What follows belongs to an exercise in optimizing a design on an open flow for small area and a short achievable clock period; a production flow would make more cautious choices. Where RTL was checked, it was by simulation tests only, not by an equivalence proof against the original. Power figures rest on the tool's default switching activity, not on a simulated workload.

==> job 6450 <==
==> flow/design.v <==
module wdt(clk, rst, ena, cnt, out_en);
input clk, rst, ena, cnt;
output out_en;
reg [6:0] timer;
reg internal_enable;
reg out_en;
wire timer_top = (timer == 7'd127);
always @(posedge clk) begin
    if(rst) begin
        internal_enable <= 0;
        timer <= 0;
    end
    else if(ena) begin
        internal_enable <= 1;
        timer <= 0;
    end
    else if(cnt && !timer_top) timer <= timer + 7'd1;
end
always @(posedge clk)
    out_en <= rst | ena | ~(internal_enable & (timer_top | (cnt & (timer == 7'd126))));
endmodule
module stepgen(clk, rst, enable, position, velocity, dirtime, steptime, pol, pol_n, stepx, dir, tap, step_n, dir_n);
parameter W=12;
parameter F=10;
parameter T=5;
localparam STATE_STEP = 2'd0;
localparam STATE_DIRCHANGE = 2'd1;
localparam STATE_DIRWAIT = 2'd2;
input clk, rst, enable;
output [W+F-1:0] position;
input [F:0] velocity;
input [T-1:0] dirtime, steptime;
input [1:0] tap;
input pol, pol_n;
output stepx, dir;
reg stepx, dir;
output step_n, dir_n;
reg step_n, dir_n;
reg [T-1:0] timer, timer_n;
reg [1:0] state, state_n;
reg ones, ones_n;
reg [W+F-1:0] P;
reg pinc, pdec;
wire [W-1:0] hi = P[W+F-1:F];
wire [W-1:0] t = hi ^ {W{pdec}};
wire [W-1:0] m;
assign m[0] = pinc | pdec;
genvar k;
generate for (k = 1; k < W; k = k + 1) begin : g_m
	assign m[k] = (pinc | pdec) & (&t[k-1:0]);
end endgenerate
assign position = {hi ^ m, P[F-1:0]};
wire [F:0] lo = {1'b0, P[F-1:0]} + {1'b0, velocity[F-1:0]};
wire step = stepx ^ pol;
wire dbit = velocity[F];
wire pbit = P[F + tap];
wire tz = (timer == 0);
wire c1 = (dir != dbit) && (pbit == ones);
reg upd;
always @* begin
	upd = 1'b0;
	state_n = state;
	timer_n = timer;
	dir_n = dir;
	ones_n = ones;
	step_n = step;
	if(enable) begin
		if(!tz) timer_n = timer - 1'd1;
		if(c1) begin
			if(tz) begin
				timer_n = dirtime;
				if(state == STATE_DIRCHANGE) begin
					dir_n = dbit;
					state_n = STATE_DIRWAIT;
				end else begin
					step_n = 0;
					state_n = STATE_DIRCHANGE;
				end
			end
		end else if(state == STATE_DIRWAIT) begin
			if(tz) state_n = STATE_STEP;
		end else begin
			if(tz) begin
				if(pbit != ones) begin
					ones_n = pbit;
					step_n = 1'd1;
					timer_n = steptime;
				end else begin
					step_n = 0;
				end
			end
			upd = (dir == dbit);
		end
	end
	if(rst) begin
		state_n = STATE_STEP;
		timer_n = 0;
		dir_n = 0;
		ones_n = 0;
		step_n = 0;
	end
end
always @(posedge clk) begin
	state <= state_n;
	timer <= timer_n;
	dir <= dir_n;
	ones <= ones_n;
	stepx <= step_n ^ pol_n;
	if(rst) begin
		P <= 0; pinc <= 0; pdec <= 0;
	end else if(upd) begin
		P[F-1:0] <= lo[F-1:0];
		pinc <= lo[F] & ~velocity[F];
		pdec <= ~lo[F] & velocity[F];
	end else begin
		P <= position; pinc <= 0; pdec <= 0;
	end
end
endmodule
module quad(clk, rst, A, B, Z, c, i);
parameter W=14;
input clk, rst, A, B, Z;
output [W-1:0] c, i;
reg [(W-1):0] c, i;
reg [2:0] Ad, Bd;
reg [2:0] Zc;
always @(posedge clk) Ad <= rst ? 3'b0 : {Ad[1:0], A};
always @(posedge clk) Bd <= rst ? 3'b0 : {Bd[1:0], B};
wire good_one = &Zc;
wire good_zero = ~|Zc;
reg last_good;
wire [2:0] Zc_z0 = good_zero ? Zc : Zc - 3'd1;
wire [2:0] Zc_z1 = good_one ? Zc - 3'd1 : Zc + 3'd1;
wire index_pulse = good_one && !last_good;
wire count_enable = Ad[1] ^ Ad[2] ^ Bd[1] ^ Bd[2];
wire count_direction = Ad[1] ^ Bd[2];
wire [W-1:0] ct = c ^ {W{~count_direction}};
wire [W-1:0] cmask;
assign cmask[0] = 1'b1;
genvar k;
generate for (k = 1; k < W; k = k + 1) begin : g_m
    assign cmask[k] = &ct[k-1:0];
end endgenerate
always @(posedge clk)
if(rst) begin
    Zc <= 0;
    last_good <= 0;
    c <= 0;
    i <= 0;
end else begin
    Zc <= Z ? Zc_z1 : Zc_z0;
    if(good_one) last_good <= 1;
    else if(good_zero) last_good <= 0;
    if(count_enable) c <= c ^ cmask;
    if(index_pulse) i <= c;
end
endmodule
module pluto_spi_stepper(clk, SCK, MOSI, MISO, SSEL, nRESET, out_en, LED, dout, din, step, dir, quadA, quadB, quadZ, up, down);
parameter W=10;
parameter F=11;
parameter T=4;
parameter QW=14;
input clk;
input SCK, SSEL, MOSI, nRESET;
output MISO;
output LED;
input [12:0] din;
input quadA;
input quadB;
input quadZ;
output out_en;
output [13:0] dout;
output [2:0] step;
output [2:0] dir;
output up;
output down;
wire rst = ~nRESET;
reg [10:0] cnt;
wire [10:0] cnt_cy;
assign cnt_cy[0] = 1'b1;
genvar k;
generate for (k = 1; k < 11; k = k + 1) begin : g_cy
    assign cnt_cy[k] = &cnt[k-1:0];
end endgenerate
wire [10:0] cnt_inc = cnt ^ cnt_cy;
wire [10:0] cnt_n = rst ? 11'd0 : cnt_inc;
always @(posedge clk) cnt <= cnt_n;
reg stepcnt, cnt_top;
always @(posedge clk) begin
    stepcnt <= rst | (&cnt[5:0]);
    cnt_top <= ~rst & (cnt == 11'd2046);
end
reg [2:0] SCKr;
always @(posedge clk) SCKr <= rst ? 3'b0 : {SCKr[1:0], SCK};
wire SCK_risingedge = (SCKr[2:1]==2'b01);
wire SCK_fallingedge = (SCKr[2:1]==2'b10);
reg [2:0] SSELr;
always @(posedge clk) SSELr <= rst ? 3'b0 : {SSELr[1:0], SSEL};
wire SSEL_active = ~SSELr[1];
wire SSEL_startmessage = (SSELr[2:1]==2'b10);
reg [2:0] bitcnt;
reg byte_received;
reg [4:0] spibytecnt;
reg [7:0] data_recvd;
reg [7:0] data_sent;
reg [7:0] data_outbuf;
always @(posedge clk) begin
	if(rst) begin
		bitcnt <= 0;
		byte_received <= 0;
		data_sent <= 0;
	end else begin
	if(SSEL_startmessage) begin
		bitcnt <= 3'b000;
	end
	if(SSEL_active) begin
		if(SCK_risingedge) begin
			bitcnt <= bitcnt + 3'b001;
			if(bitcnt==3'b000)
				data_sent <= data_outbuf;
		end
		else if(SCK_fallingedge) begin
			data_sent <= {data_sent[6:0], 1'b0};
		end
		byte_received <= SCK_risingedge && (bitcnt==3'b111);
	end
	end
end
wire sb_inc = SSEL_active & ~SCK_risingedge & SCK_fallingedge & (bitcnt == 3'b000);
wire [4:0] spibytecnt_n = rst ? 5'd0 : sb_inc ? spibytecnt + 5'd1 : SSEL_startmessage ? 5'd0 : spibytecnt;
reg sb_is7;
always @(posedge clk) begin
	spibytecnt <= spibytecnt_n;
	sb_is7 <= (spibytecnt_n == 5'd7);
end
always @(posedge clk)
	if(SSEL_active & SCK_risingedge)
		data_recvd <= {data_recvd[6:0], MOSI};
assign MISO = data_sent[7];
reg [7:0] data_inbuf;
reg [F:0] vel0, vel1, vel2;
reg [15:0] pwm0;
reg [13:0] real_dout;
reg [T-1:0] dirtime, steptime;
reg [1:0] tap;
reg Spolarity, Zpolarity;
wire wr = SSEL_active & byte_received;
wire wr_inbuf = wr & ~spibytecnt[0] & (spibytecnt[4:2] != 3'b011) & ~spibytecnt[4];
wire wr1 = wr & (spibytecnt == 5'd1);
wire wr3 = wr & (spibytecnt == 5'd3);
wire wr5 = wr & (spibytecnt == 5'd5);
wire wr7 = wr & sb_is7;
wire wr9 = wr & (spibytecnt == 5'd9);
wire wr11 = wr & (spibytecnt == 5'd11);
wire wr15 = wr & (spibytecnt == 5'd15);
wire [15:0] rword = {data_recvd, data_inbuf};
wire [15:0] pwm0_n = rst ? 16'd0 : wr7 ? rword : pwm0;
wire Spolarity_n = rst ? 1'b0 : wr11 ? data_inbuf[7] : Spolarity;
always @(posedge clk) begin
	pwm0 <= pwm0_n;
	Spolarity <= Spolarity_n;
	if(rst) begin
		data_inbuf <= 0;
		vel0 <= 0;
		vel1 <= 0;
		vel2 <= 0;
		real_dout <= 0;
		tap <= 0;
		steptime <= 0;
		dirtime <= 0;
		Zpolarity <= 0;
	end else begin
		if(wr_inbuf) data_inbuf <= data_recvd;
		if(wr1) vel0 <= rword[F:0];
		if(wr3) vel1 <= rword[F:0];
		if(wr5) vel2 <= rword[F:0];
		if(wr9) real_dout <= rword[13:0];
		if(wr11) begin
			tap <= data_recvd[7:6];
			steptime <= data_recvd[T-1:0];
			dirtime <= data_inbuf[T-1:0];
		end
		if(wr15) Zpolarity <= data_recvd[7];
	end
end
assign dout = real_dout;
wire [W+F-1:0] pos0, pos1, pos2;
wire step0_n, dir0_n;
wire s1_n, d1_n, s2_n, d2_n;
stepgen #(W,F,T) s0(clk, rst, stepcnt, pos0, vel0, dirtime, steptime, Spolarity, Spolarity_n, step[0], dir[0], tap, step0_n, dir0_n);
stepgen #(W,F,T) s1(clk, rst, stepcnt, pos1, vel1, dirtime, steptime, Spolarity, Spolarity_n, step[1], dir[1], tap, s1_n, d1_n);
stepgen #(W,F,T) s2(clk, rst, stepcnt, pos2, vel2, dirtime, steptime, Spolarity, Spolarity_n, step[2], dir[2], tap, s2_n, d2_n);
reg LED;
always @(posedge clk) LED <= step0_n ^ dir0_n;
wire do_enable_wdt = data_recvd[6] & (spibytecnt == 5'b01001) & byte_received;
wdt w(clk, rst, do_enable_wdt, cnt_top, out_en);
wire [15:0] pwm0_w = wr7 ? rword : pwm0;
wire [10:0] pwmrev_n = {cnt_inc[4], cnt_inc[5], cnt_inc[6], cnt_inc[7], cnt_inc[8], cnt_inc[9], cnt_inc[10], cnt_inc[3:0]};
wire [10:0] pwmcmp_n = pwm0_w[14] ? pwmrev_n : cnt_inc;
wire pwmact_n = pwm0_w[10:0] > pwmcmp_n;
reg up, down;
always @(posedge clk) begin
	up <= ~rst & (pwm0_w[12] ^ (~pwm0_w[15] & pwmact_n));
	down <= ~rst & (pwm0_w[13] ^ (pwm0_w[15] & pwmact_n));
end
wire [QW-1:0] qc, qi;
quad q0(clk, rst, quadA, quadB, quadZ^Zpolarity, qc, qi);
reg [7:0] outbuf_r;
always @* begin
	case(spibytecnt)
	5'd0: outbuf_r = pos0[7:0];
	5'd1: outbuf_r = pos0[15:8];
	5'd2: outbuf_r = pos0[W+F-1:16];
	5'd4: outbuf_r = pos1[7:0];
	5'd5: outbuf_r = pos1[15:8];
	5'd6: outbuf_r = pos1[W+F-1:16];
	5'd8: outbuf_r = pos2[7:0];
	5'd9: outbuf_r = pos2[15:8];
	5'd10: outbuf_r = pos2[W+F-1:16];
	5'd12: outbuf_r = qc[7:0];
	5'd13: outbuf_r = {qi[1:0], qc[13:8]};
	5'd14: outbuf_r = qi[9:2];
	5'd15: outbuf_r = {4'b0, qi[13:10]};
	5'd20, 5'd21, 5'd22, 5'd23, 5'd24, 5'd25, 5'd26, 5'd27,
	5'd28, 5'd29, 5'd30, 5'd31: outbuf_r = {3'b0, spibytecnt};
	default: outbuf_r = 8'b0;
	endcase
end
wire sel_in0 = (spibytecnt == 5'd16);
wire sel_in1 = (spibytecnt == 5'd17);
always @(posedge clk) if(SSEL_active)
	data_outbuf <= outbuf_r | ({8{sel_in0}} & din[7:0]) | ({8{sel_in1}} & {quadA, quadB, quadZ, din[12:8]});
endmodule
==> flow/flow/run.sh <==
#!/bin/bash
# Own layout flow: the standard ORFS flow (same synthesis script and
# register mapping), with
#  - an area-oriented ABC script for the gate mapping (flow/abc_area.script),
#  - plain buffers on the ports instead of the delay cells buffer_ports picks.
# Each tool's output goes to a log file in this folder.
set -euo pipefail
W=$PWD
MARGIN=${MARGIN:-5}
# synthesis script: the standard flow's, with abc given our own script
{
  echo "proc abc {args} { set i [lsearch \$args -script]; if {\$i >= 0} { lset args [expr {\$i+1}] $W/flow/abc_area.script }; yosys abc {*}\$args }"
  cat synth_recipe.tcl
} > my_synth.tcl
make -C "$FLOW_HOME" DESIGN_CONFIG=$W/config.mk WORK_HOME=$W/orfs CLKGATE_MAP_FILE= \
  SYNTH_SCRIPT=$W/my_synth.tcl CAP_MARGIN=20 CORE_MARGIN=2 CORE_UTILIZATION=40 SLEW_MARGIN=20 \
  SETUP_SLACK_MARGIN=$MARGIN "BUFFER_PORTS_ARGS=-buffer_cell sky130_fd_sc_hd__buf_2" \
  finish > make_finish.log 2>&1
R=$W/orfs/results/$FLOW_PLATFORM/pluto_spi_stepper/base
: # left out here: write the final layout as DEF
==> flow/flow/abc_area.script <==
strash
&get -n
&fraig -x
&put
scorr
dc2
strash
&get -n
&dch -f
&nf -R 20
&put
topo
dnsize -c
==> flow/standard.sh <==
#!/bin/bash
# synth_recipe.tcl (not shown) runs the flow's synth.tcl, then flattens the netlist and writes it again
# the make line also repeats each setting of config.mk as NAME=value (left out here)
make -C /OpenROAD-flow-scripts/flow DESIGN_CONFIG=/design/flow/config.mk WORK_HOME=/design/flow/orfs CLKGATE_MAP_FILE= SYNTH_SCRIPT=/design/flow/synth_recipe.tcl "${@:-finish}"
==> flow/config.mk <==
export PLATFORM = sky130hd
export DESIGN_NAME = pluto_spi_stepper
export DESIGN_NICKNAME = pluto_spi_stepper
export VERILOG_FILES = /design/flow/design.v
export SDC_FILE = /design/flow/constraint.sdc
export NUM_CORES = 4
export LEC_CHECK = 0
export CAP_MARGIN = 20
export CORE_MARGIN = 2
export CORE_UTILIZATION = 40
export SLEW_MARGIN = 20
==> flow/constraint.sdc <==
create_clock -name core_clock -period 8.0 [get_ports {clk}]
set_input_delay 1.6000 -clock core_clock [delete_from_list [all_inputs] [get_ports {clk}]]
set_output_delay 1.6000 -clock core_clock [all_outputs]
set_load 0.01 [all_outputs]
==> inputs of job 4086, as changes to job 6450 <==
--- a/flow/design.v
+++ b/flow/design.v
@@ -42,13 +42,15 @@
 reg [W+F-1:0] P;
 reg pinc, pdec;
 wire [W-1:0] hi = P[W+F-1:F];
-wire [W-1:0] t = hi ^ {W{pdec}};
-wire [W-1:0] m;
-assign m[0] = pinc | pdec;
+wire [W-1:0] upm, dnm;
+assign upm[0] = 1'b1;
+assign dnm[0] = 1'b1;
 genvar k;
 generate for (k = 1; k < W; k = k + 1) begin : g_m
-	assign m[k] = (pinc | pdec) & (&t[k-1:0]);
+	assign upm[k] = &hi[k-1:0];
+	assign dnm[k] = ~|hi[k-1:0];
 end endgenerate
+wire [W-1:0] m = ({W{pinc}} & upm) | ({W{pdec}} & dnm);
 assign position = {hi ^ m, P[F-1:0]};
 wire [F:0] lo = {1'b0, P[F-1:0]} + {1'b0, velocity[F-1:0]};
 wire step = stepx ^ pol;
@@ -108,12 +110,11 @@
 	stepx <= step_n ^ pol_n;
 	if(rst) begin
 		P <= 0; pinc <= 0; pdec <= 0;
-	end else if(upd) begin
-		P[F-1:0] <= lo[F-1:0];
-		pinc <= lo[F] & ~velocity[F];
-		pdec <= ~lo[F] & velocity[F];
 	end else begin
-		P <= position; pinc <= 0; pdec <= 0;
+		P[W+F-1:F] <= position[W+F-1:F];
+		if(upd) P[F-1:0] <= lo[F-1:0];
+		pinc <= upd & lo[F] & ~velocity[F];
+		pdec <= upd & ~lo[F] & velocity[F];
 	end
 end
 endmodule
@@ -134,25 +135,28 @@
 wire index_pulse = good_one && !last_good;
 wire count_enable = Ad[1] ^ Ad[2] ^ Bd[1] ^ Bd[2];
 wire count_direction = Ad[1] ^ Bd[2];
-wire [W-1:0] ct = c ^ {W{~count_direction}};
-wire [W-1:0] cmask;
-assign cmask[0] = 1'b1;
+wire [W-1:0] upm, dnm;
+assign upm[0] = 1'b1;
+assign dnm[0] = 1'b1;
 genvar k;
 generate for (k = 1; k < W; k = k + 1) begin : g_m
-    assign cmask[k] = &ct[k-1:0];
+    assign upm[k] = &c[k-1:0];
+    assign dnm[k] = ~|c[k-1:0];
 end endgenerate
+wire [W-1:0] cmask = count_direction ? upm : dnm;
 always @(posedge clk)
 if(rst) begin
     Zc <= 0;
     last_good <= 0;
     c <= 0;
-    i <= 0;
 end else begin
     Zc <= Z ? Zc_z1 : Zc_z0;
     if(good_one) last_good <= 1;
     else if(good_zero) last_good <= 0;
     if(count_enable) c <= c ^ cmask;
-    if(index_pulse) i <= c;
+end
+always @(posedge clk) begin
+    if(index_pulse | rst) i <= c & {W{~rst}};
 end
 endmodule
 module pluto_spi_stepper(clk, SCK, MOSI, MISO, SSEL, nRESET, out_en, LED, dout, din, step, dir, quadA, quadB, quadZ, up, down);
@@ -175,20 +179,18 @@
 output up;
 output down;
 wire rst = ~nRESET;
-reg [10:0] cnt;
-wire [10:0] cnt_cy;
-assign cnt_cy[0] = 1'b1;
+reg [10:0] pc;
+wire [10:0] pc_cy;
+assign pc_cy[0] = 1'b1;
 genvar k;
 generate for (k = 1; k < 11; k = k + 1) begin : g_cy
-    assign cnt_cy[k] = &cnt[k-1:0];
+    assign pc_cy[k] = &pc[k-1:0];
 end endgenerate
-wire [10:0] cnt_inc = cnt ^ cnt_cy;
-wire [10:0] cnt_n = rst ? 11'd0 : cnt_inc;
-always @(posedge clk) cnt <= cnt_n;
+always @(posedge clk) pc <= rst ? 11'd1 : pc ^ pc_cy;
 reg stepcnt, cnt_top;
 always @(posedge clk) begin
-    stepcnt <= rst | (&cnt[5:0]);
-    cnt_top <= ~rst & (cnt == 11'd2046);
+    stepcnt <= rst | (pc[5:0] == 6'd0);
+    cnt_top <= ~rst & (pc == 11'd2047);
 end
 reg [2:0] SCKr;
 always @(posedge clk) SCKr <= rst ? 3'b0 : {SCKr[1:0], SCK};
@@ -254,34 +256,22 @@
 wire wr11 = wr & (spibytecnt == 5'd11);
 wire wr15 = wr & (spibytecnt == 5'd15);
 wire [15:0] rword = {data_recvd, data_inbuf};
-wire [15:0] pwm0_n = rst ? 16'd0 : wr7 ? rword : pwm0;
 wire Spolarity_n = rst ? 1'b0 : wr11 ? data_inbuf[7] : Spolarity;
+wire [15:0] rword_r = rword & {16{~rst}};
 always @(posedge clk) begin
-	pwm0 <= pwm0_n;
-	Spolarity <= Spolarity_n;
-	if(rst) begin
-		data_inbuf <= 0;
-		vel0 <= 0;
-		vel1 <= 0;
-		vel2 <= 0;
-		real_dout <= 0;
-		tap <= 0;
-		steptime <= 0;
-		dirtime <= 0;
-		Zpolarity <= 0;
-	end else begin
-		if(wr_inbuf) data_inbuf <= data_recvd;
-		if(wr1) vel0 <= rword[F:0];
-		if(wr3) vel1 <= rword[F:0];
-		if(wr5) vel2 <= rword[F:0];
-		if(wr9) real_dout <= rword[13:0];
-		if(wr11) begin
-			tap <= data_recvd[7:6];
-			steptime <= data_recvd[T-1:0];
-			dirtime <= data_inbuf[T-1:0];
-		end
-		if(wr15) Zpolarity <= data_recvd[7];
+	if(wr_inbuf | rst) data_inbuf <= rword_r[15:8];
+	if(wr1 | rst) vel0 <= rword_r[F:0];
+	if(wr3 | rst) vel1 <= rword_r[F:0];
+	if(wr5 | rst) vel2 <= rword_r[F:0];
+	if(wr7 | rst) pwm0 <= rword_r;
+	if(wr9 | rst) real_dout <= rword_r[13:0];
+	if(wr11 | rst) begin
+		tap <= rword_r[15:14];
+		steptime <= rword_r[T+7:8];
+		dirtime <= rword_r[T-1:0];
+		Spolarity <= rword_r[7];
 	end
+	if(wr15 | rst) Zpolarity <= rword_r[15];
 end
 assign dout = real_dout;
 wire [W+F-1:0] pos0, pos1, pos2;
@@ -294,15 +284,42 @@
 always @(posedge clk) LED <= step0_n ^ dir0_n;
 wire do_enable_wdt = data_recvd[6] & (spibytecnt == 5'b01001) & byte_received;
 wdt w(clk, rst, do_enable_wdt, cnt_top, out_en);
-wire [15:0] pwm0_w = wr7 ? rword : pwm0;
-wire [10:0] pwmrev_n = {cnt_inc[4], cnt_inc[5], cnt_inc[6], cnt_inc[7], cnt_inc[8], cnt_inc[9], cnt_inc[10], cnt_inc[3:0]};
-wire [10:0] pwmcmp_n = pwm0_w[14] ? pwmrev_n : cnt_inc;
-wire pwmact_n = pwm0_w[10:0] > pwmcmp_n;
+wire [10:0] pwmrev_n = {pc[4], pc[5], pc[6], pc[7], pc[8], pc[9], pc[10], pc[3:0]};
+wire act_h = pwm_gt(pwm0[10:0], pwm0[14] ? pwmrev_n : pc);
+wire act_w = pwm_gt(rword[10:0], rword[14] ? pwmrev_n : pc);
+wire up_h = pwm0[12] ^ (~pwm0[15] & act_h);
+wire up_w = rword[12] ^ (~rword[15] & act_w);
+wire down_h = pwm0[13] ^ (pwm0[15] & act_h);
+wire down_w = rword[13] ^ (rword[15] & act_w);
 reg up, down;
 always @(posedge clk) begin
-	up <= ~rst & (pwm0_w[12] ^ (~pwm0_w[15] & pwmact_n));
-	down <= ~rst & (pwm0_w[13] ^ (pwm0_w[15] & pwmact_n));
+	up <= ~rst & (wr7 ? up_w : up_h);
+	down <= ~rst & (wr7 ? down_w : down_h);
 end
+function pwm_gt(input [10:0] a, input [10:0] b);
+	reg [15:0] g, e;
+	reg [7:0] g1, e1;
+	reg [3:0] g2, e2;
+	reg [1:0] g3, e3;
+	integer n;
+	begin
+		g = {5'b0, a & ~b};
+		e = {5'h1f, ~(a ^ b)};
+		for (n = 0; n < 8; n = n + 1) begin
+			g1[n] = g[2*n+1] | (e[2*n+1] & g[2*n]);
+			e1[n] = e[2*n+1] & e[2*n];
+		end
+		for (n = 0; n < 4; n = n + 1) begin
+			g2[n] = g1[2*n+1] | (e1[2*n+1] & g1[2*n]);
+			e2[n] = e1[2*n+1] & e1[2*n];
+		end
+		for (n = 0; n < 2; n = n + 1) begin
+			g3[n] = g2[2*n+1] | (e2[2*n+1] & g2[2*n]);
+			e3[n] = e2[2*n+1] & e2[2*n];
+		end
+		pwm_gt = g3[1] | (e3[1] & g3[0]);
+	end
+endfunction
 wire [QW-1:0] qc, qi;
 quad q0(clk, rst, quadA, quadB, quadZ^Zpolarity, qc, qi);
 reg [7:0] outbuf_r;
==> flow/flow/run.sh (replaced) <==
#!/bin/bash
# Own layout flow: the standard ORFS flow (synth_recipe.tcl, the same
# yosys passes and flip-flop mapping, so the registers keep the standard
# synthesis's names and cell types), with these changes:
#  - ABC maps the gates with an area-oriented script (flow/abc_area.script)
#    instead of ORFS's speed script, and yosys's full/half-adder extraction
#    (ADDER_MAP_FILE) is left out so that ABC maps the adders as well;
#  - the port buffers are buf_2 cells rather than the delay cells
#    buffer_ports picks by default;
#  - the clock tree clusters up to 22 sinks per leaf buffer.
# Clock period, SDC, floorplan rules, power grid and the rest are the standard flow's.
# Each tool's output goes to a log file in this folder.
set -euo pipefail
W=$PWD
MARGIN=5.2
# synthesis script: the standard flow's own, with abc given our script
{
  echo "proc abc {args} { set i [lsearch \$args -script]; if {\$i >= 0} { lset args [expr {\$i+1}] $W/flow/abc_area.script }; yosys abc {*}\$args }"
  cat synth_recipe.tcl
} > my_synth.tcl
make -C "$FLOW_HOME" DESIGN_CONFIG=$W/config.mk WORK_HOME=$W/orfs CLKGATE_MAP_FILE= ADDER_MAP_FILE= \
  SYNTH_SCRIPT=$W/my_synth.tcl CAP_MARGIN=20 CORE_MARGIN=2 CORE_UTILIZATION=55 SLEW_MARGIN=20 \
  SETUP_SLACK_MARGIN=$MARGIN CTS_CLUSTER_SIZE=22 CTS_CLUSTER_DIAMETER=100 \
  "BUFFER_PORTS_ARGS=-buffer_cell sky130_fd_sc_hd__buf_2" \
  finish > make_finish.log 2>&1
R=$W/orfs/results/$FLOW_PLATFORM/pluto_spi_stepper/base
: # left out here: write the final layout as DEF
==> inputs of job 2757, as changes to job 6450 <==
==> flow/run.sh (new file) <==
#!/bin/bash
# synth_recipe.tcl (not shown) runs the flow's synth.tcl, then flattens the netlist and writes it again
# the make line also repeats each setting of config.mk as NAME=value (left out here)
make -C /OpenROAD-flow-scripts/flow DESIGN_CONFIG=/design/flow/config.mk WORK_HOME=/design/flow/orfs CLKGATE_MAP_FILE= SYNTH_SCRIPT=/design/flow/synth_recipe.tcl finish
- SETUP_SLACK_MARGIN: not set -> 5
removed: flow/flow/run.sh
removed: flow/flow/abc_area.script
removed: flow/standard.sh
==> inputs of job 6595, as changes to job 6450 <==
--- a/flow/design.v
+++ b/flow/design.v
@@ -294,15 +294,42 @@
 always @(posedge clk) LED <= step0_n ^ dir0_n;
 wire do_enable_wdt = data_recvd[6] & (spibytecnt == 5'b01001) & byte_received;
 wdt w(clk, rst, do_enable_wdt, cnt_top, out_en);
-wire [15:0] pwm0_w = wr7 ? rword : pwm0;
 wire [10:0] pwmrev_n = {cnt_inc[4], cnt_inc[5], cnt_inc[6], cnt_inc[7], cnt_inc[8], cnt_inc[9], cnt_inc[10], cnt_inc[3:0]};
-wire [10:0] pwmcmp_n = pwm0_w[14] ? pwmrev_n : cnt_inc;
-wire pwmact_n = pwm0_w[10:0] > pwmcmp_n;
+wire act_h = pwm_gt(pwm0[10:0], pwm0[14] ? pwmrev_n : cnt_inc);
+wire act_w = pwm_gt(rword[10:0], rword[14] ? pwmrev_n : cnt_inc);
+wire up_h = pwm0[12] ^ (~pwm0[15] & act_h);
+wire up_w = rword[12] ^ (~rword[15] & act_w);
+wire down_h = pwm0[13] ^ (pwm0[15] & act_h);
+wire down_w = rword[13] ^ (rword[15] & act_w);
 reg up, down;
 always @(posedge clk) begin
-	up <= ~rst & (pwm0_w[12] ^ (~pwm0_w[15] & pwmact_n));
-	down <= ~rst & (pwm0_w[13] ^ (pwm0_w[15] & pwmact_n));
+	up <= ~rst & (wr7 ? up_w : up_h);
+	down <= ~rst & (wr7 ? down_w : down_h);
 end
+function pwm_gt(input [10:0] a, input [10:0] b);
+	reg [15:0] g, e;
+	reg [7:0] g1, e1;
+	reg [3:0] g2, e2;
+	reg [1:0] g3, e3;
+	integer n;
+	begin
+		g = {5'b0, a & ~b};
+		e = {5'h1f, ~(a ^ b)};
+		for (n = 0; n < 8; n = n + 1) begin
+			g1[n] = g[2*n+1] | (e[2*n+1] & g[2*n]);
+			e1[n] = e[2*n+1] & e[2*n];
+		end
+		for (n = 0; n < 4; n = n + 1) begin
+			g2[n] = g1[2*n+1] | (e1[2*n+1] & g1[2*n]);
+			e2[n] = e1[2*n+1] & e1[2*n];
+		end
+		for (n = 0; n < 2; n = n + 1) begin
+			g3[n] = g2[2*n+1] | (e2[2*n+1] & g2[2*n]);
+			e3[n] = e2[2*n+1] & e2[2*n];
+		end
+		pwm_gt = g3[1] | (e3[1] & g3[0]);
+	end
+endfunction
 wire [QW-1:0] qc, qi;
 quad q0(clk, rst, quadA, quadB, quadZ^Zpolarity, qc, qi);
 reg [7:0] outbuf_r;
--- a/flow/flow/run.sh
+++ b/flow/flow/run.sh
@@ -6,7 +6,7 @@
 # Each tool's output goes to a log file in this folder.
 set -euo pipefail
 W=$PWD
-MARGIN=${MARGIN:-5}
+MARGIN=5.3
 # synthesis script: the standard flow's, with abc given our own script
 {
   echo "proc abc {args} { set i [lsearch \$args -script]; if {\$i >= 0} { lset args [expr {\$i+1}] $W/flow/abc_area.script }; yosys abc {*}\$args }"
==> key figures <==
Power and ir drop
  • Reg power frac: 44.4%
  • Design Power: 0.00340 W
  • Internal power: 0.00258 W

Clocking
  • CTS Buf Count: 34

Run status
  • Status: finished clean

Finish
  • Clock buffers: 49
  • Signal buffers share of area: 3.39%

Timing
  • Final critical path time including I/O delays and setup: 2970 ps

Die
  • Die H: 201 µm
[end of results for job 2757]
==> key figures <==
Run status
  • Status: finished clean

Yosys
  • Leading area contributor after synthesis: dfxtp_1

Finish
  • Clock buffers: 47

Timing
  • Final critical path time including I/O delays and setup: 3130 ps

Power and ir drop
  • Reg power frac: 47.6%
  • Design Power: 0.00319 W

Die
  • Die H: 187 µm
[end of results for job 6450]
==> key figures <==
Power and ir drop
  • Reg power frac: 56.3%
  • Design Power: 0.00310 W

Finish
  • Signal buffers share of area: 2.55%
  • Clock buffers: 26

Run status
  • Status: finished clean

Clocking
  • CTS Buf Count: 16
[end of results for job 4086]
==> key figures <==
Run status
  • Status: finished clean

Power and ir drop
  • Internal power: 0.00253 W
  • Reg power frac: 45.5%

Finish
  • Signal buffers share of area: 2.56%

Timing
  • Final critical path time including I/O delays and setup: 3180 ps
[end of results for job 6595]
The RTL of job 6450, job 2757 and job 6595 was laid out without a check of its function.

==> afterwards: timing with drivers on the ports <==
No port has a modelled driver above. Below, the same layouts with a new extraction and two added sets of constraints. Step 1 assumes that a clkbuf_16 drives the clock port and a buf_2 every other input. Step 2 moves the port delays by t, midway between the first and last clock arrival at a register: inputs arrive t later, outputs are due t later. That takes back most of the time a late clock gives input paths. Slacks: ideal ports / drivers / drivers and shift; pairs: ideal ports / drivers.
| run | t, ns | setup slack, ns | latest minus earliest clock arrival (ns) |
|---|---|---|---|
| job 6450 | 0.607 | 4.866 / 4.866 / 4.535 | 0.015 / 0.015 |
| job 4086 | 0.540 | 5.248 / 5.248 / 4.753 | 0.011 / 0.011 |
| job 2757 | 0.566 | 5.027 / 4.984 / 4.697 | 0.018 / 0.018 |
| job 6595 | 0.556 | 4.822 / 4.822 / 4.822 | 0.029 / 0.029 |
After both steps every run listed still meets setup and hold. The setup slack of job 4086, which loses most, moves by 0.000 ns with the drivers and by -0.495 ns with both steps.
